Background: an optimization exercise with open tools, aiming at small area and a short achievable clock period. Do not read the settings as production practice. At most, simulation tests tie the RTL to the original design; equivalence was not proved. No activity file was given, so power comes from the tool's default toggle rates.

==> flow/design.v (excerpt) <==
module chronos_ex (
	input clk,
	input rst,               
	input in_valid,
	input [31:0] inst,
	input [31:0] pc,
	input [31:0] rs1_data,
	input [31:0] rs2_data,
	output reg out_valid,
	output reg [31:0] result,
	output reg br_taken,
	output reg [31:0] br_target,
	output [31:0] mem_wdata,
	output [3:0] mem_wmask
);
Size: about 1300 cells after synthesis, about 240 flip-flops, roughly 12000 um2 of cells after synthesis.
==> flow/config.mk <==
export PLATFORM = sky130hd
export DESIGN_NAME = chronos_ex
export DESIGN_NICKNAME = chronos_ex
export VERILOG_FILES = /design/flow/design.v
export SDC_FILE = /design/flow/constraint.sdc
export NUM_CORES = 4
export LEC_CHECK = 0
export CAP_MARGIN = 0
export CORE_MARGIN = 2
export CORE_UTILIZATION = 55
export CTS_CLUSTER_DIAMETER = 80
export CTS_CLUSTER_SIZE = 30
export SETUP_SLACK_MARGIN = 2.5
export SLEW_MARGIN = 0
==> flow/constraint.sdc <==
create_clock -name core_clock -period 5.5 [get_ports {clk}]
set_input_delay 1.1000 -clock core_clock [delete_from_list [all_inputs] [get_ports {clk}]]
set_output_delay 1.1000 -clock core_clock [all_outputs]
set_load 0.01 [all_outputs]
standard.sh (not shown) runs the stock make flow with config.mk's settings and CLKGATE_MAP_FILE= SYNTH_SCRIPT=/design/flow/synth_recipe.tcl, a recipe that flattens the netlist after the stock synthesis.
==> flow/flow/run.sh <==
#!/bin/bash
# Own layout flow: the standard layout (standard.sh, standard synthesis
# unchanged), except that buffer_ports gives every port a buf_1 buffer.
# make's full output goes to standard.log; each ORFS step logs under orfs/logs/.
set -euo pipefail
export BUFFER_PORTS_ARGS="-buffer_cell sky130_fd_sc_hd__buf_1"
bash standard.sh > standard.log 2>&1
The first run went through all stages and came out clean.
Next try:
- CTS_BUF_LIST: unset -> sky130_fd_sc_hd__clkbuf_8 sky130_fd_sc_hd__clkbuf_16
- CTS_CLUSTER_DIAMETER: 80 -> 60
- CTS_CLUSTER_SIZE: 30 -> 24
- SETUP_SLACK_MARGIN: 2.5 -> 2.85
The new run passed the timing, design-rule and antenna checks.
Routed wire length climbs by about 3.7%.
Total power came out higher by 5.7%.
Clock power rose by about 10%.
Next try:
- CTS_BUF_LIST: sky130_fd_sc_hd__clkbuf_8 sky130_fd_sc_hd__clkbuf_16 -> unset
- CTS_CLUSTER_DIAMETER: 60 -> 80
- CTS_CLUSTER_SIZE: 24 -> 30
- SETUP_SLACK_MARGIN: 2.85 -> 2.3
Effect:
- The changed run ran to the end with no violations
- total power goes down by 5.8%
- final area drops by 6.9%
- fmax fell by 11%
Next try:
- CTS_BUF_LIST: unset -> sky130_fd_sc_hd__clkbuf_8 sky130_fd_sc_hd__clkbuf_16
- CTS_CLUSTER_DIAMETER: 80 -> 60
- CTS_CLUSTER_SIZE: 30 -> 24
- SETUP_SLACK_MARGIN: 2.3 -> 2.6
Sequential share of layout area fell by 0.59 points.
Area after synthesis stays the same.
Via count barely changes.
Setup slack improved by 0.26 ns.
Cell count increases by 0.69%.
Die area does not change.
Wire length barely changes.
Synthesized cell count stays the same.
Hold slack hardly moves.
Cell area rises by 1.8%.
Critical path depth goes down by 1.


Another version of the RTL of chronos_ex (not shown whole).
Size in the first run: ~1400 cells after synthesis, roughly 240 flip-flops.
clock: 5.5 ns
lec_check: 0
cap_margin: 20
core_margin: 2
core_utilization: 40
setup_slack_margin: 2.5
slew_margin: 20
==> flow/flow/run.sh <==
#!/bin/bash
# Own layout flow: the standard layout (standard.sh, standard synthesis
# unchanged), except that buffer_ports gives every port a buf_2 buffer.
# make's full output goes to standard.log; each ORFS step logs under orfs/logs/.
set -euo pipefail
export BUFFER_PORTS_ARGS="-buffer_cell sky130_fd_sc_hd__buf_2"
bash standard.sh > standard.log 2>&1
Rerun with:
==> flow/flow/run.sh (replaced) <==
#!/bin/bash
# Own layout flow: the standard layout (standard.sh, standard synthesis
# unchanged), except that buffer_ports gives every port a buf_1 buffer.
# make's full output goes to standard.log; each ORFS step logs under orfs/logs/.
set -euo pipefail
export BUFFER_PORTS_ARGS="-buffer_cell sky130_fd_sc_hd__buf_1"
bash standard.sh > standard.log 2>&1
Settings changed: CORE_UTILIZATION 40 to 55, CTS_CLUSTER_DIAMETER set to 80, CTS_CLUSTER_SIZE set to 30.
Effect: The changed run went through all stages and came out clean. Core utilization climbs by 14 points. First-iteration DRC count grows by 12%. Sequential cell count is unchanged. Count of clock-buffer cells in the layout is lower by 23. Register-to-register slack gets better by 30 ps.
Rerun with:
Settings changed: CORE_UTILIZATION 55 to 40, CTS_CLUSTER_DIAMETER 80 to not set, CTS_CLUSTER_SIZE 30 to not set, SETUP_SLACK_MARGIN 2.5 to 2.8.
The new run finished with timing, DRC and antenna clean; setup slack is better by 19 ps; sequential share of layout area decreases by 3.9 points; global-route usage falls by 5.2 points.
Rerun with:
Settings changed: SETUP_SLACK_MARGIN 2.8 to 2.5.
Result: Wire length shrinks by 6.5%; total power barely changes; synthesized area does not change; critical path depth shrinks by 3; worst setup slack loses 26 ps; worst hold slack loses 4.8 ps; cell area shrinks by 7.2%; first-iteration DRC count grows by 12%; flip-flop and latch count does not change; synthesized cell count stays the same; maximum frequency shrinks by 0.89%.
No run of this note included a check of the RTL's function; only the layout flow was run.

## port drivers added, routing unchanged
The results above use ideal ports. As a check the final layouts listed here were re-extracted and re-timed, cells and wires unchanged. Step 1: set_driving_cell puts a clkbuf_16 on clk and a buf_2 on each other input, an assumption about the parent block. Step 2 also shifts input and output timing later by t, the mid clock arrival at the registers, as if the neighbouring blocks saw the same clock. Slacks: ideal ports / drivers / drivers and shift; pairs: ideal ports / drivers.
run	shift t [ns]	slack for setup (ns)	latest minus earliest clock arrival (ns)	slew at the worst register clock pin (ns)	cell pins on the clock port's net
the first run of note 1	0.534	2.607 / 2.556 / 2.171	0.036 / 0.037	0.12 / 0.12	1
the second run of note 1	0.551	2.767 / 2.717 / 2.431	0.024 / 0.024	0.09 / 0.09	1
the third run of note 1	0.532	2.428 / 2.423 / 2.070	0.034 / 0.033	0.11 / 0.11	1
the fourth run of note 1	0.547	2.690 / 2.652 / 2.196	0.015 / 0.014	0.09 / 0.09	1
the first run of note 2	0.599	2.597 / 2.573 / 2.029	0.019 / 0.018	0.06 / 0.06	1
the second run of note 2	0.522	2.592 / 2.543 / 2.150	0.033 / 0.032	0.11 / 0.11	1
the third run of note 2	0.597	2.611 / 2.560 / 2.296	0.011 / 0.011	0.07 / 0.07	1
the fourth run of note 2	0.595	2.585 / 2.537 / 2.143	0.014 / 0.013	0.06 / 0.06	1
After both steps every run listed still meets setup and hold. The setup slack of the first run of note 2, which loses most, moves by -0.024 ns with the drivers and by -0.568 ns with both steps.
